Source: an optimization exercise on an open RTL-to-GDS flow (aim: small area and a short achievable clock period). Production flows keep margins and buffers that such runs may drop.
At most, simulation tests tie the RTL to the original design; equivalence was not proved.

==> v28 <==
## montgomery_top
module montgomery_top (
    input           clk     ,
    input           rst_n   ,
    input           en      ,
    input   [11:0]  a       ,
    input   [11:0]  b       ,
    output          busy    ,
    output          done    ,
    output  [11:0]  r
);
clock: 8.0 ns
lec_check: 0
abc_clock_period_in_ps: 3500
cap_margin: 20
core_margin: 2
core_utilization: 80
cts_buf_list: sky130_fd_sc_hd__clkbuf_8
cts_cluster_size: 40
setup_slack_margin: 4.4
slew_margin: 20
synth_hierarchical: 1
run.sh (not shown) runs the stock make flow with config.mk's settings and CLKGATE_MAP_FILE= SYNTH_SCRIPT=/design/flow/synth_recipe.tcl, a recipe that flattens the netlist after the stock synthesis.
==> inputs of v14, as changes to v28 <==
==> flow/flow/run.sh (new file) <==
#!/bin/bash
# Standard layout, with the port buffers made from the smallest plain buffer.
set -euo pipefail
bash standard.sh "BUFFER_PORTS_ARGS=-buffer_cell sky130_fd_sc_hd__buf_1" finish > standard_flow.log 2>&1
==> flow/standard.sh (new file) <==
#!/bin/bash
# synth_recipe.tcl (not shown) runs the flow's synth.tcl, then flattens the netlist and writes it again
# the make line also repeats each setting of config.mk as NAME=value (left out here)
make -C /OpenROAD-flow-scripts/flow DESIGN_CONFIG=/design/flow/config.mk WORK_HOME=/design/flow/orfs CLKGATE_MAP_FILE= SYNTH_SCRIPT=/design/flow/synth_recipe.tcl "${@:-finish}"
Settings changed: CORE_UTILIZATION 80 to 65.
removed: flow/run.sh
==> results.toml <==
[status]
status = "no timing/DRC/antenna violations"

[die]
initial_core_util_pct = 83.0

[setup_path]
arrival_ns = 2.03

[worst_hold_path]
hp-start = "u_mm.p2r[2]"

[timing]
worst_pin_slew_ns = 0.640

[detailed_routing]
wl_met3_microns = 2220

[final_layout]
utilization_pct = 92.1
seqCellArea_sq_um = 2750
[end of results for v28]
==> results.toml <==
[status]
status = "no timing/DRC/antenna violations"

[worst_hold_path]
hp-start = "u_mm.p2r[3]"

[die]
initial_core_util_pct = 65.8

[detailed_routing]
wl_met3_microns = 1070

[timing]
worst_pin_slew_ns = 0.571
[end of results for v14]
No run of this note included a check of the RTL's function; only the layout flow was run.

==> inputs of willow <==
montgomery_top, a different RTL version from the one above (not shown whole).
clock: 8.0 ns
lec_check: 0
abc_clock_period_in_ps: 3500
cap_margin: 20
core_margin: 2
core_utilization: 65
cts_buf_list: sky130_fd_sc_hd__clkbuf_4
cts_cluster_size: 40
setup_slack_margin: 4.4
slew_margin: 20
synth_hierarchical: 1
Stock flow here: none of the scripts above is used.
==> delta: changes against willow <==
- CORE_UTILIZATION: 65 -> 40
- CTS_BUF_LIST: sky130_fd_sc_hd__clkbuf_4 -> unset
- CTS_CLUSTER_SIZE: 40 -> unset
==> indigo: changes against willow <==
- CTS_BUF_LIST: sky130_fd_sc_hd__clkbuf_4 -> unset
==> ember: changes against willow <==
- ABC_CLOCK_PERIOD_IN_PS: 3500 -> 3300
- CTS_BUF_LIST: sky130_fd_sc_hd__clkbuf_4 -> unset
- SETUP_SLACK_MARGIN: 4.4 -> 4.6
==> summary.txt <==
quantity                                                         ember           delta          willow          indigo
Placer's final routability congestion estimate                   0.940           0.886           0.942           0.942
Cell area reported after detailed placement                0.00998 mm²      0.0101 mm²     0.00998 mm²     0.00998 mm²
Iteration count of the initial detailed-routing pass                 5               4               4               5
Dpl ws                                                         3.68 ns         3.69 ns         3.72 ns         3.72 ns
Timing-limited maximum frequency                             0.276 GHz       0.277 GHz       0.277 GHz       0.277 GHz
Count of placed standard cells including taps                     1039            1174            1039            1039
Status                                                  finished clean  finished clean  finished clean  finished clean
Final cycle utilization of the critical path                     0.453           0.452           0.451           0.451
Post-detail-place hpwl                                        14200 µm        14000 µm        14200 µm        14200 µm
Sequential cell area                                       0.00276 mm²     0.00275 mm²     0.00276 mm²     0.00275 mm²
Tightest hold margin                                          0.324 ns        0.320 ns        0.335 ns        0.323 ns
Routed wirelength normalized by instance count                 17.4 µm         15.0 µm         16.8 µm         17.0 µm
Multi-input gate share of total cell area                        0.612           0.602           0.631           0.617
Detailed-route wire length on metal 1                          7870 µm         8630 µm         7450 µm         7630 µm
Grt met3 use                                                    0.0550          0.0257          0.0503          0.0477
Count of nets after finishing                                     1132            1122            1128            1122
Proportion of layout cells with a drive suffix above 1          0.0969          0.0721          0.0851          0.0643
Clock slew at reported path FFs                                0.05 ns         0.06 ns         0.10 ns         0.05 ns
Minimum setup slack among reg-to-reg paths                     4.73 ns         4.57 ns         4.50 ns         4.52 ns
Synth-to-layout area growth                                      14.3%           14.6%           9.59%           12.0%

==> inputs of run a <==
montgomery_top, a different RTL version from the one above (not shown whole).
Design montgomery_top, start of the top module:
module montgomery_top (
    input           clk     ,
    input           rst_n   ,
    input           en      ,
    input   [11:0]  a       ,
    input   [11:0]  b       ,
    output          busy    ,
    output          done    ,
    output  [11:0]  r
);
==> flow/config.mk <==
export PLATFORM = sky130hd
export DESIGN_NAME = montgomery_top
export DESIGN_NICKNAME = montgomery_top
export VERILOG_FILES = /design/flow/design.v
export SDC_FILE = /design/flow/constraint.sdc
export NUM_CORES = 4
export LEC_CHECK = 0
export ABC_CLOCK_PERIOD_IN_PS = 3500
export CAP_MARGIN = 20
export CORE_MARGIN = 2
export CORE_UTILIZATION = 65
export CTS_BUF_LIST = sky130_fd_sc_hd__clkbuf_8
export CTS_CLUSTER_SIZE = 40
export SETUP_SLACK_MARGIN = 4.4
export SLEW_MARGIN = 20
export SYNTH_HIERARCHICAL = 1
==> flow/constraint.sdc <==
create_clock -name core_clock -period 8.0 [get_ports {clk}]
set_input_delay 1.6000 -clock core_clock [delete_from_list [all_inputs] [get_ports {clk}]]
set_output_delay 1.6000 -clock core_clock [all_outputs]
set_load 0.01 [all_outputs]
standard.sh (not shown) runs the stock make flow with config.mk's settings and CLKGATE_MAP_FILE= SYNTH_SCRIPT=/design/flow/synth_recipe.tcl, a recipe that flattens the netlist after the stock synthesis.
==> flow/flow/run.sh <==
#!/bin/bash
# Standard layout, with the port buffers made from the smallest plain buffer.
set -euo pipefail
bash standard.sh "BUFFER_PORTS_ARGS=-buffer_cell sky130_fd_sc_hd__buf_1" finish > standard_flow.log 2>&1
==> run b (differences from run a) <==
--- a/flow/design.v
+++ b/flow/design.v
@@ -1622,15 +1622,15 @@
     r4[7] <= w823;
     r4[8] <= w824;
     r4[9] <= w825;
     r4[10] <= w826;
     r4[11] <= w827;
     r4[12] <= w828;
 end
-assign r = r4[12] ? r4[11:0] + 12'd3329 : r4[11:0];
+assign r = r4[11:0] + ({12{r4[12]}} & 12'd3329);
 endmodule
 module montgomery_top (
     input           clk     ,
     input           rst_n   ,
     input           en      ,
     input   [11:0]  a       ,
     input   [11:0]  b       ,
==> flow/flow/run.sh (replaced) <==
#!/bin/bash
# Standard layout, with the port buffers made from the smallest plain buffer and
# a clock tree of larger sink clusters without dummy loads.
set -euo pipefail
bash standard.sh "BUFFER_PORTS_ARGS=-buffer_cell sky130_fd_sc_hd__buf_1" \
  "CTS_ARGS=-sink_clustering_enable -repair_clock_nets -dont_use_dummy_load -sink_clustering_size 40 -sink_clustering_max_diameter 200 -buf_list sky130_fd_sc_hd__clkbuf_8" \
  finish > standard_flow.log 2>&1
==> run c (differences from run a) <==
==> flow/flow/run.sh (replaced) <==
#!/bin/bash
# Standard layout, with the port buffers made from the smallest plain buffer and
# no dummy loads in the clock tree.
set -euo pipefail
bash standard.sh "BUFFER_PORTS_ARGS=-buffer_cell sky130_fd_sc_hd__buf_1" \
  "CTS_ARGS=-sink_clustering_enable -repair_clock_nets -dont_use_dummy_load -sink_clustering_size 40 -buf_list sky130_fd_sc_hd__clkbuf_8" \
  finish > standard_flow.log 2>&1
==> comparison table <==
Outcome: run c complete, no violations; run b complete, no violations; run a complete, no violations
Non-clock buffer total of the final layout: run c 41; run b 42; run a 41
Horizontal die dimension: run c 118.5 µm; run b 118.2 µm; run a 118.5 µm
Fill cell instance count of the final layout: run c 954; run b 953; run a 915
Multi-input combinational area share: run c 0.6179; run b 0.6191; run a 0.6025
Met1 usage: run c 0.2808; run b 0.2894; run a 0.2867
Register cell area after layout: run c 2729 µm²; run b 2733 µm²; run a 2730 µm²
Clock distribution area overhead in the final layout: run c 0.02570; run b 0.02551; run a 0.04972
Origin of the worst min-delay path: run c u_mm.p2r[4]; run b u_mm.p2r[2]; run a u_mm.p2r[4]
First-pass GRT wire length: run c 26790 µm; run b 26830 µm; run a 27080 µm
Share of the clock period used by the worst path after layout: run c 0.4497; run b 0.4497; run a 0.4499
WL final: run c 15560 µm; run b 15810 µm; run a 15750 µm
Clock Skew: run c 18.81 ps; run b 27.58 ps; run a 12.38 ps
CORE AREA: run c 12720 µm²; run b 12670 µm²; run a 12720 µm²
Cell area after layout: run c 9104 µm²; run b 9171 µm²; run a 9336 µm²
Actual transition at the worst max-transition pin: run c 558.0 ps; run b 576.2 ps; run a 572.7 ps
First-pass iteration count of the detailed router: run c 4; run b 5; run a 4
Overall Global Routing Usage: run c 0.2457; run b 0.2487; run a 0.2503
Cell count after synthesis: run c 735; run b 731; run a 735
DR vias: run c 5164; run b 5205; run a 5209
The RTL of run b was laid out without a check of its function.

==> inputs of build 45 <==
montgomery_top, a different RTL version from the one above (not shown whole).
clock: 8.0 ns
lec_check: 0
abc_clock_period_in_ps: 3500
cap_margin: 20
core_margin: 2
core_utilization: 65
cts_buf_list: sky130_fd_sc_hd__clkbuf_8
cts_cluster_size: 40
setup_slack_margin: 4.4
slew_margin: 20
synth_hierarchical: 1
==> flow/flow/run.sh <==
#!/bin/bash
# Standard layout, with the port buffers made from the smallest plain buffer and
# no dummy loads in the clock tree.
set -euo pipefail
bash standard.sh "BUFFER_PORTS_ARGS=-buffer_cell sky130_fd_sc_hd__buf_1" \
  "CTS_ARGS=-sink_clustering_enable -repair_clock_nets -dont_use_dummy_load -sink_clustering_size 40 -buf_list sky130_fd_sc_hd__clkbuf_8" \
  finish > standard_flow.log 2>&1
==> build 12: changes against build 45 <==
==> flow/flow/run.sh (replaced) <==
#!/bin/bash
# Standard layout, with the port buffers made from the smallest plain buffer, no
# dummy loads in the clock tree, and busy's OR rebuilt as nor2 + inv (busy.tcl).
set -euo pipefail
here=$(pwd)
bash standard.sh "BUFFER_PORTS_ARGS=-buffer_cell sky130_fd_sc_hd__buf_1" \
  "CTS_ARGS=-sink_clustering_enable -repair_clock_nets -dont_use_dummy_load -sink_clustering_size 40 -buf_list sky130_fd_sc_hd__clkbuf_8" \
  "PRE_GLOBAL_PLACE_TCL=$here/flow/busy.tcl" \
  finish > standard_flow.log 2>&1
==> flow/flow/busy.tcl (new file) <==
# Before global placement: rebuild busy = en | done as nor2 + inv, which is
# faster than an or2 on the input-to-output path. Same function.
set drv ""
foreach pin [get_pins -of_objects [get_nets busy]] {
  if {[get_property $pin direction] == "output"} { set drv $pin }
}
if {$drv != ""} {
  set inst [get_cells -of_objects $drv]
  set cell [get_property $inst ref_name]
  if {[string match "sky130_fd_sc_hd__or2_*" $cell]} {
    set name [get_property $inst name]
    set na [get_nets -of_objects [get_pins $name/A]]
    set nb [get_nets -of_objects [get_pins $name/B]]
    set ny [get_nets -of_objects [get_pins $name/X]]
    delete_instance $name
    set mid [make_net busy_nor_n]
    make_instance busy_nor sky130_fd_sc_hd__nor2_2
    make_instance busy_inv sky130_fd_sc_hd__inv_2
    connect_pin $na busy_nor/A
    connect_pin $nb busy_nor/B
    connect_pin $mid busy_nor/Y
    connect_pin $mid busy_inv/A
    connect_pin $ny busy_inv/Y
    foreach p {busy_nor/A busy_nor/B busy_nor/Y busy_inv/A busy_inv/Y} {
      if {[get_nets -quiet -of_objects [get_pins $p]] == ""} { error "busy.tcl: $p not connected" }
    }
    puts "busy.tcl: replaced $name ($cell) by nor2 + inv"
  }
}
- SETUP_SLACK_MARGIN: 4.4 -> 4.6
==> impl_results.html <==
<table>
<tr><th>Metric</th><th>Value</th></tr>
<tr><th colspan="2">Min path</th></tr>
<tr><td>Hold Crit Start</td><td>u_mm.plo1[7]</td></tr>
<tr><th colspan="2">Finish</th></tr>
<tr><td>Fraction of the core area covered by cells at the end of the flow</td><td>72.39%</td></tr>
<tr><td>Clock network share of area</td><td>2.561%</td></tr>
<tr><td>Post-route cell area</td><td>9135 um2</td></tr>
<tr><td>Layout-stage area growth over the synthesis result</td><td>8.986%</td></tr>
<tr><td>Ratio of cells with drive above 1 in the final layout</td><td>8.729%</td></tr>
<tr><th colspan="2">STA</th></tr>
<tr><td>Worst Setup Slack, final</td><td>4.409 ns</td></tr>
<tr><td>Layout Skew</td><td>0.02532 ns</td></tr>
<tr><th colspan="2">Critical path</th></tr>
<tr><td>Arrival @ worst endpoint</td><td>1.99 ns</td></tr>
<tr><td>Data required time of the critical path</td><td>6.40 ns</td></tr>
<tr><td>Crit path launch</td><td>en</td></tr>
<tr><td>Crit path capture</td><td>busy</td></tr>
<tr><th colspan="2">Global route</th></tr>
<tr><td>First-pass GRT wire length</td><td>26.29 mm</td></tr>
<tr><th colspan="2">Drt</th></tr>
<tr><td>Pre-Repair DR Iteration Count</td><td>4</td></tr>
<tr><th colspan="2">Place</th></tr>
<tr><td>Instance area after placement</td><td>8730 um2</td></tr>
<tr><td>Detailed placement HPWL</td><td>12.14 mm</td></tr>
<tr><td>Post-Place Worst Slack</td><td>4.016 ns</td></tr>
<tr><th colspan="2">Status</th></tr>
<tr><td>Result of the run</td><td>no timing/DRC/antenna violations</td></tr>
</table>
That was build 45.
==> impl_results.html <==
<table>
<tr><th>Metric</th><th>Value</th></tr>
<tr><th colspan="2">Finish</th></tr>
<tr><td>Layout-stage area growth over the synthesis result</td><td>11.03%</td></tr>
<tr><td>Ratio of cells with drive above 1 in the final layout</td><td>11.90%</td></tr>
<tr><td>Clock network share of area</td><td>2.514%</td></tr>
<tr><td>Post-route cell area</td><td>9306 um2</td></tr>
<tr><td>Fraction of the core area covered by cells at the end of the flow</td><td>73.75%</td></tr>
<tr><th colspan="2">Global route</th></tr>
<tr><td>First-pass GRT wire length</td><td>26.46 mm</td></tr>
<tr><th colspan="2">Critical path</th></tr>
<tr><td>Crit path capture</td><td>u_mm.plo1[8]</td></tr>
<tr><td>Arrival @ worst endpoint</td><td>3.97 ns</td></tr>
<tr><td>Crit path launch</td><td>a0[1]</td></tr>
<tr><th colspan="2">Status</th></tr>
<tr><td>Result of the run</td><td>no timing/DRC/antenna violations</td></tr>
<tr><th colspan="2">Min path</th></tr>
<tr><td>Hold Crit Start</td><td>u_mm.p2r[5]</td></tr>
<tr><th colspan="2">Drt</th></tr>
<tr><td>Pre-Repair DR Iteration Count</td><td>5</td></tr>
<tr><th colspan="2">Place</th></tr>
<tr><td>Instance area after placement</td><td>8733 um2</td></tr>
<tr><td>Post-Place Worst Slack</td><td>3.996 ns</td></tr>
</table>
That was build 12.
No functional check of the RTL was part of any run of this note.

separate check: timing with driven ports:
No port has a modelled driver above. Below, the same layouts with a new extraction and two added sets of constraints.
Step 1, drivers: a clkbuf_16 drives clk and a buf_2 each remaining input, both assumed.
Step 2 adds t to the input delays and takes it off the output delays; t is the mean of the earliest and latest rising clock arrival at the registers after step 1. Input paths then give back, and output paths get back, about the clock's delay inside the block.
a / b / c = no drivers / after step 1 / after step 2; a / b = the first two.
run | t, ns | setup slack, ns | worst setup path at the end
v28 | 0.485 | 4.371 / 4.342 / 4.342 | input to output
v14 | 0.477 | 4.387 / 4.356 / 4.356 | input to output
willow | 0.580 | 4.389 / 4.358 / 4.358 | input to output
delta | 0.463 | 4.385 / 4.364 / 4.364 | input to output
indigo | 0.455 | 4.395 / 4.375 / 4.375 | input to output
ember | 0.457 | 4.375 / 4.344 / 4.344 | input to output
run a | 0.476 | 4.401 / 4.381 / 4.381 | input to output
run b | 0.464 | 4.403 / 4.382 / 4.382 | input to output
run c | 0.472 | 4.403 / 4.383 / 4.383 | input to output
build 45 | 0.474 | 4.409 / 4.388 / 4.388 | input to output
build 12 | 0.470 | 4.376 / 4.376 / 4.376 | register to register
After both steps every run listed still meets setup and hold.
